This is an optimization exercise on Yosys and OpenROAD, whose aim is small area, not a production implementation.
For this run, only the layout was checked, not whether the RTL still works.
No activity file was given, so power comes from the tool's default toggle rates.

==> flow/config.mk <==
export PLATFORM = sky130hd
export DESIGN_NAME = dualshock_top
export DESIGN_NICKNAME = dualshock_top
export VERILOG_FILES = /design/flow/design.v
export SDC_FILE = /design/flow/constraint.sdc
export NUM_CORES = 4
export LEC_CHECK = 0
export ABC_AREA = 1
export CAP_MARGIN = 20
export CORE_MARGIN = 2
export CORE_UTILIZATION = 40
export SLEW_MARGIN = 20
==> flow/constraint.sdc <==
create_clock -name core_clock -period 10.0 [get_ports {clk}]
set_input_delay 2.0000 -clock core_clock [delete_from_list [all_inputs] [get_ports {clk}]]
set_output_delay 2.0000 -clock core_clock [all_outputs]
set_load 0.01 [all_outputs]
==> flow/design.v <==
module seg7 (
    input logic [3:0] idat,
    output logic [6:0] odat
);
    always_comb begin
        case (idat)
            4'h0: odat = 7'b1000000;
            4'h1: odat = 7'b1111001;
            4'h2: odat = 7'b0100100;
            4'h3: odat = 7'b0110000;
            4'h4: odat = 7'b0011001;
            4'h5: odat = 7'b0010010;
            4'h6: odat = 7'b0000010;
            4'h7: odat = 7'b1011000;
            4'h8: odat = 7'b0000000;
            4'h9: odat = 7'b0010000;
            4'ha: odat = 7'b0001000;
            4'hb: odat = 7'b0000011;
            4'hc: odat = 7'b1000110;
            4'hd: odat = 7'b0100001;
            4'he: odat = 7'b0000110;
            4'hf: odat = 7'b0001110;
            default: odat = 7'b1111111;
        endcase
    end
endmodule
module buttons_decoder (
    input logic [15:0] pad_buttons,
    output logic [6:0] hex_left,
    output logic [6:0] hex_right,
    output logic [3:0] leds
);
    assign hex_left = {
        pad_buttons[4],      
        pad_buttons[10],     
        pad_buttons[7],      
        pad_buttons[6],      
        pad_buttons[5],      
        1'b1,
        pad_buttons[8]       
    };
    assign hex_right = {
        pad_buttons[12],     
        1'b1,
        pad_buttons[15],     
        pad_buttons[14],     
        pad_buttons[13],     
        pad_buttons[11],     
        pad_buttons[9]       
    };
    assign leds = ~{
        pad_buttons[1],      
        pad_buttons[2],      
        pad_buttons[0],      
        pad_buttons[3]       
    };
endmodule
module pad_driver (
    input  logic clk,
    input  logic reset,
    input  logic analog_mode,
    input  logic vibrate_sub,
    input  logic [7:0] vibrate,
    input  logic dat,
    output logic cmd,
    output logic n_sel,
    output logic sclk,
    input  logic n_ack,
    output logic pad_connect,
    output logic [15:0] pad_buttons,
    output logic [7:0] pad_right_hori,
    output logic [7:0] pad_right_vert,
    output logic [7:0] pad_left_hori,
    output logic [7:0] pad_left_vert
);
    logic [12:0] ctr;
    logic [3:0] byte_idx;
    logic slot_end, frame_end;
    assign byte_idx = ctr[9:6];
    assign slot_end = &ctr[5:0];
    assign frame_end = slot_end & (&ctr[12:8]);
    assign n_sel = |ctr[12:10];
    always_ff @(posedge clk) begin
        if (reset | frame_end) begin
            ctr <= 13'd0;
        end else begin
            ctr <= ctr + 13'd1;
        end
    end
    logic [2:0] state;
    logic id41, id73;
    logic id_incorrect, mode_change;
    assign pad_connect = (state != 3'h0);
    assign id_incorrect = ~(id41 | id73);
    assign mode_change = analog_mode ^ id73;
    logic long_frame, com_time, window;
    assign long_frame = (state == 3'h2) | (state == 3'h3) | (state == 3'h4) | id73 & ((state == 3'h1) | (state == 3'h5));
    assign window = (ctr[5:4] == 2'b10);
    assign com_time = ~n_sel & window & (long_frame ? (byte_idx < 4'd9) : (byte_idx < 4'd5));
    assign sclk = ~(ctr[0] & com_time);
    logic [7:0] dat8;
    always_ff @(posedge clk) begin
        if (window & ctr[0]) dat8 <= {dat, dat8[7:1]};
    end
    logic [7:0] cmd8;
    always_comb begin
        casez ({state, byte_idx})
            7'h?0: cmd8 = 8'h01;
            7'h01: cmd8 = 8'h42;
            7'h11: cmd8 = 8'h43;
            7'h13: cmd8 = 8'h01;
            7'h21: cmd8 = 8'h44;
            7'h23: cmd8 = {7'h0, analog_mode};
            7'h24: cmd8 = 8'h03;
            7'h31: cmd8 = 8'h4d;
            7'h34: cmd8 = 8'h01;
            7'h35: cmd8 = 8'hff;
            7'h36: cmd8 = 8'hff;
            7'h37: cmd8 = 8'hff;
            7'h38: cmd8 = 8'hff;
            7'h41: cmd8 = 8'h43;
            7'h51: cmd8 = 8'h42;
            7'h53: cmd8 = {7'h0, vibrate_sub};
            7'h54: cmd8 = vibrate;
            default: cmd8 = 8'h0;
        endcase
    end
    always_ff @(posedge clk) begin
        if (reset) cmd <= 1'b0;
        else if (com_time & ~ctr[0]) cmd <= cmd8[ctr[3:1]];
    end
    always_ff @(posedge clk) begin
        if (reset) begin
            state <= 3'h0;
        end else if (frame_end) begin
            case (state)
                3'h0: state <= id_incorrect ? 3'h0 : 3'h1;
                3'h5: state <= (id_incorrect | mode_change) ? 3'h0 : 3'h5;
                default: state <= state + 3'h1;
            endcase
        end
    end
    logic st;
    assign st = ~n_sel & slot_end;
    always_ff @(posedge clk) begin
        if (reset) begin
            id41 <= 1'b0;
            id73 <= 1'b0;
        end else if (st & (byte_idx == 4'h1) & ((state == 3'h0) | (state == 3'h5))) begin
            id41 <= (dat8 == 8'h41);
            id73 <= (dat8 == 8'h73);
        end
    end
    logic btn_clr, stk_clr, ld5;
    logic [7:0] btn_d, stk_d;
    assign btn_clr = reset | frame_end & id_incorrect;
    assign stk_clr = reset | frame_end & ~id73;
    assign ld5 = st & (state == 3'h5);
    assign btn_d = btn_clr ? 8'hff : dat8;
    assign stk_d = stk_clr ? 8'h80 : dat8;
    always_ff @(posedge clk) begin
        if (btn_clr | ld5 & (byte_idx == 4'h3)) pad_buttons[7:0] <= btn_d;
        if (btn_clr | ld5 & (byte_idx == 4'h4)) pad_buttons[15:8] <= btn_d;
        if (stk_clr | ld5 & id73 & (byte_idx == 4'h5)) pad_right_hori <= stk_d;
        if (stk_clr | ld5 & id73 & (byte_idx == 4'h6)) pad_right_vert <= stk_d;
        if (stk_clr | ld5 & id73 & (byte_idx == 4'h7)) pad_left_hori <= stk_d;
        if (stk_clr | ld5 & id73 & (byte_idx == 4'h8)) pad_left_vert <= stk_d;
    end
endmodule
module dualshock_top (
    input logic clk,
    input logic n_reset,
    input logic dat,
    output logic cmd,
    output logic n_sel,
    output logic sclk,
    input logic n_ack,
    input logic n_vibrate_sub_on,
    input logic n_vibrate_on,
    input logic [7:0] vibrate,
    input logic analog_mode,
    input logic check_left_stick,
    output logic [6:0] hex0,
    output logic [6:0] hex1,
    output logic [6:0] hex2,
    output logic [6:0] hex3,
    output logic [6:0] hex4,
    output logic [6:0] hex5,
    output logic [9:0] led
);
    logic [15:0] pad_buttons;
    logic [7:0] pad_right_hori, pad_right_vert, pad_left_hori, pad_left_vert;
    logic pad_connect;
    assign led[9:4] =
        {pad_connect, ~n_vibrate_on, ~n_vibrate_sub_on, 3'h0};
    pad_driver pad_driver(
        .clk(clk),
        .reset(~n_reset),
        .analog_mode,
        .vibrate_sub(~n_vibrate_sub_on),
        .vibrate(n_vibrate_on ? 8'h0 : vibrate),
        .dat,
        .cmd,
        .n_sel,
        .sclk,
        .n_ack,
        .pad_connect,
        .pad_buttons,
        .pad_right_hori,
        .pad_right_vert,
        .pad_left_hori,
        .pad_left_vert
    );
    buttons_decoder buttons_decoder(
        .pad_buttons,
        .hex_left(hex1),
        .hex_right(hex0),
        .leds(led[3:0])
    );
    seg7 seg7_2(
        .idat(check_left_stick ? pad_left_hori[3:0] : pad_right_hori[3:0]),
        .odat(hex2)
    );
    seg7 seg7_3(
        .idat(check_left_stick ? pad_left_hori[7:4] : pad_right_hori[7:4]),
        .odat(hex3)
    );
    seg7 seg7_4(
        .idat(check_left_stick ? pad_left_vert[3:0] : pad_right_vert[3:0]),
        .odat(hex4)
    );
    seg7 seg7_5(
        .idat(check_left_stick ? pad_left_vert[7:4] : pad_right_vert[7:4]),
        .odat(hex5)
    );
endmodule
==> flow/flow/run.sh <==
#!/bin/bash
# Layout flow: the standard ORFS flow, with
#  - synthesis run by the same scripts, but with ABC's area script replaced by flow/area.abc
#    and without the half/full adder extraction (registers are unchanged: ABC runs after
#    flip-flop mapping),
#  - the smallest buffer cell for the port buffers,
#  - a small clock tree.
set -euo pipefail
HERE=$(pwd)
RES=$HERE/orfs/results/$FLOW_PLATFORM/dualshock_top/base
mkdir -p $HERE/synth_scripts
cp -r $FLOW_HOME/scripts/. $HERE/synth_scripts/
cp $HERE/flow/area.abc $HERE/synth_scripts/abc_area.script

bash standard.sh SCRIPTS_DIR=$HERE/synth_scripts ABC_AREA=1 ADDER_MAP_FILE= synth > $HERE/synth.log 2>&1

CTS="-buf_list sky130_fd_sc_hd__clkbuf_4 -root_buf sky130_fd_sc_hd__clkbuf_4 -sink_clustering_enable -sink_clustering_size 30 -sink_clustering_max_diameter 100 -dont_use_dummy_load -repair_clock_nets"
bash standard.sh "BUFFER_PORTS_ARGS=-buffer_cell sky130_fd_sc_hd__buf_1" "CTS_ARGS=$CTS" finish > $HERE/layout.log 2>&1
==> flow/flow/area.abc <==
strash
dch
map -a
&get -n
&st
&dch
&nf -R 1000
&put
topo
==> flow/standard.sh <==
#!/bin/bash
# synth_recipe.tcl (not shown) runs the flow's synth.tcl, then flattens the netlist and writes it again
# the make line also repeats each setting of config.mk as NAME=value (left out here)
make -C /OpenROAD-flow-scripts/flow DESIGN_CONFIG=/design/flow/config.mk WORK_HOME=/design/flow/orfs CLKGATE_MAP_FILE= SYNTH_SCRIPT=/design/flow/synth_recipe.tcl "${@:-finish}"
==> run notes <==
-- routing by layer --
metal | vias up | share of wire [%] | wire length, um | track usage (%)
met2 | 81 | 48 | 3640 | 25.0
met1 | 1379 | 47 | 3540 | 20.4
met4 | 0 | 0.83 | 63 | 5.23
met3 | 7 | 4.4 | 333 | 3.15
li1 | 1512 | - | - | -
met5 | - | 0 | 0 | 0
-- state kept, by name, summed over array words and instances, names as in the netlist --
| register | cells |
|---|---|
| pad_driver.pad_buttons | 16 |
| pad_driver.ctr | 13 |
| pad_driver.dat8 | 8 |
| pad_driver.pad_left_hori | 8 |
| pad_driver.pad_left_vert | 8 |
| pad_driver.pad_right_hori | 8 |
| pad_driver.pad_right_vert | 8 |
| pad_driver.state | 3 |
| pad_driver.cmd | 1 |
| pad_driver.id41 | 1 |
| pad_driver.id73 | 1 |
-- cells by family (layout without fill, tap and decap cells) --
logic type	count (synthesis)	count (layout)	synth area share, %
muxes	29	29	7.98
xor gates and xnor gates	1	1	0.228
AOI/OAI and AO/OA	94	94	14.5
and+or+nand+nor	149	149	18.8
buffers and inverters	29	85	4.69
other	2	5	0.196
DFF	75	75	53.7
-- area by class of cell --
cell class	instances	area [um^2]	area share, %
repair buffers	66	256	6.11
clock buffers	9	67.6	1.61
well taps	129	161	3.85
multi-input cells	278	1610	38.4
inverters	10	37.5	0.895
flip-flops and latches	75	2060	49.2
-- worst min-delay path by stage --
| stage | cells past startpoint | from | endpoint | slack [ps] |
|---|---|---|---|---|
| floorplan | 1 | pad_driver.ctr[0] | pad_driver.ctr[0] | 440 |
| global placement | 1 | pad_driver.ctr[0] | pad_driver.ctr[0] | 480 |
| detailed placement | 1 | pad_driver.ctr[0] | pad_driver.ctr[0] | 490 |
| CTS | 0 | pad_driver.dat8[3] | pad_driver.dat8[2] | 490 |
| global route | 0 | pad_driver.dat8[3] | pad_driver.dat8[2] | 500 |
| finish | 0 | pad_driver.dat8[3] | pad_driver.dat8[2] | 490 |
-- power by group --
part / switching (uW) / internal [uW]
Combinational: 44.9 / 23.2
Sequential: 3.85 / 341
Clock: 84.8 / 41.9
-- metrics by stage --
stage	total power (uW)	cells	cell area (um^2)	hold WS (ps)	util (%)
global route	569	567	4200	501	45.2
finish	540	567	4200	488	45.2
floorplan	400	382	3850	445	-
CTS	549	567	4200	495	45.2
detailed placement	421	558	4130	487	44.5
global placement	419	558	4130	475	44.5
-- cell usage in the layout, fill, tap and decap left out, drive strengths merged, types with 8 or more instances in the layout --
cell and n:
dfxtp 19, buf 65, clkinv 10, and2 10, mux2 13, nor3 15, o21ai 30, clkbuf 10
or2 8, edfxtp 56, a21oi 31, a31oi 8, nor2 37, mux2i 16, nand3 14, nand2 39
-- worst max-delay path: stages --
cell and delay (ps):
clkbuf_2 600, mux2i_1 610, nor2_1 170, nor2_1 180, nor2_1 60, nand2_1 70, o211ai_1 80, buf_1 150
==> flow_metrics.env <==
export IMPL_rsz0062_at_grt="no"
export IMPL_grtUsageTotal_pct=15.3
export IMPL_ys_warn_count=2
export IMPL_cp_max_fo=28
export IMPL_synth_most_common_cell="edfxtp_1"
export IMPL_synthArstFlopShare_pct=0
export IMPL_diodes=0
export IMPL_dp_hpwl_mm=5.64
export IMPL_endpoint="hex3[3]"
export IMPL_final_hold_violation_count=0
export IMPL_synth_top_cells_by_count="56 x edfxtp_1, 39 x nand2_1, 37 x nor2_1"
export IMPL_layout_setup_ws_ps=4070
export IMPL_hold_path_class="flop to flop"
export IMPL_fmax_mhz=169
export IMPL_cts_buffer_depth=2
export IMPL_synth_edf_count=56
export IMPL_antenna_found_initial=0
export IMPL_die_area_um2=10400
export IMPL_worst_r2r_endpoint="pad_driver.pad_left_hori[5]"
export IMPL_root_buffer="clkbuf_4"
export IMPL_worstSetupPathType="primary input to primary output"
export IMPL_final_period_utilization_pct=59.3
export IMPL_ys_ff_latch=75
export IMPL_setup_tns_ps=0
export IMPL_n_fill_cell=909
export IMPL_cts_sinks=75
export IMPL_drive_gt1_share_pct=2.74
export IMPL_cts_resized=0
export IMPL_grt_pass1_vias=2687
export IMPL_finalCriticalPeriod_ps=5930
export IMPL_finalClockSkew_ps=32.3
export IMPL_startpoint="check_left_stick"
export IMPL_synth_top_area_share_pct=43.8
export IMPL_worst_pin_slew_ps=803
export IMPL_synth_top_cells_by_area="edfxtp_1 44%, dfxtp_1 9.9%, mux2i_1 4.2%, a21oi_1 4.0%, o21ai_0 3.9%"
export IMPL_drv_cap=0
export IMPL_ys_types=42
export IMPL_reg2reg_slack_ps=6830
export IMPL_place_congestion=0.840
export IMPL_placementRows=35
export IMPL_cts_hold_buf=0
export IMPL_outcome="no timing/DRC/antenna violations"
export IMPL_port_buffers=64
export IMPL_powerDensity_nw_per_um2=129
export IMPL_grt_pass1_wl_mm=12.6
export IMPL_synth_largest_area_cell="edfxtp_1"
export IMPL_boundaryPins=71
export IMPL_htreeDepth=3
export IMPL_clk_latency_ps=400
export IMPL_die_w_um=102
export IMPL_cts_setup_buffers=0
export IMPL_yosysSeqAreaShare_pct=53.7
export IMPL_worst_setup_path_start_kind="primary input"
export IMPL_end_kind="primary output"
export IMPL_grt_start_max_net_pins=29
export IMPL_ff2ff_path_depth=7
export IMPL_areaGrowthSynthToFinish_pct=9.22
export IMPL_initial_core_util_pct=41.4
export IMPL_cts_tree="yes"
export IMPL_firstDrtPassIters=4
export IMPL_p_leak_uw=0.00144
export IMPL_ant_nets=0
export IMPL_irDropWorstVdd_uv=48.3
export IMPL_syn_area_per_cell_um2=10.1
export IMPL_pre_cts_ws_ps=4050
export IMPL_wl_mm=7.58
export IMPL_cp_data_required_time_ps=8000
export IMPL_overflow=0
export IMPL_regToRegStartpoint="pad_driver.ctr[1]"
export IMPL_die_height_um=102
export IMPL_slew_violations=0
export IMPL_setup_viol=0
export IMPL_routedWlPerCell_um=13.4
export IMPL_cts_buffers=9
export IMPL_slew_headroom_pct=46.0
export IMPL_syn_area_um2=3840
export IMPL_dr_total_vias=2979
export IMPL_via_per_inst=5.25
export IMPL_core_um2=9280
export IMPL_synthCells=379
export IMPL_drt_iter0_markers=138
export IMPL_finish_net_count=456
export IMPL_cts_clk_slew_worst_paths_ps=110
export IMPL_worst_ep_arrival_time_ps=3930
export IMPL_synth_top_flop_cell="edfxtp_1"
export IMPL_drc=0

==> port drivers added, routing unchanged <==
The results above use ideal ports. As a check the final layout listed here was re-extracted and re-timed, cells and wires unchanged. Step 1 sets driving cells, clkbuf_16 on the clock port and buf_2 on the other inputs (assumed; they add their load-dependent delay and slew). Step 2 also shifts input and output timing later by t, the mid clock arrival at the registers, as if the neighbouring blocks saw the same clock. Slacks: no drivers / after step 1 / after step 2; pairs: no drivers / after step 1.
t (ns): 0.409
setup WS [ns]: 4.072 / 4.044 / 4.044
hold slack, ns: 0.488 / 0.488 / 0.488
cell pins on the clock port's net: 1
After both steps setup and hold are still met in this run. For this run, drivers alone change the setup slack by -0.028 ns; drivers and shift together by -0.028 ns.
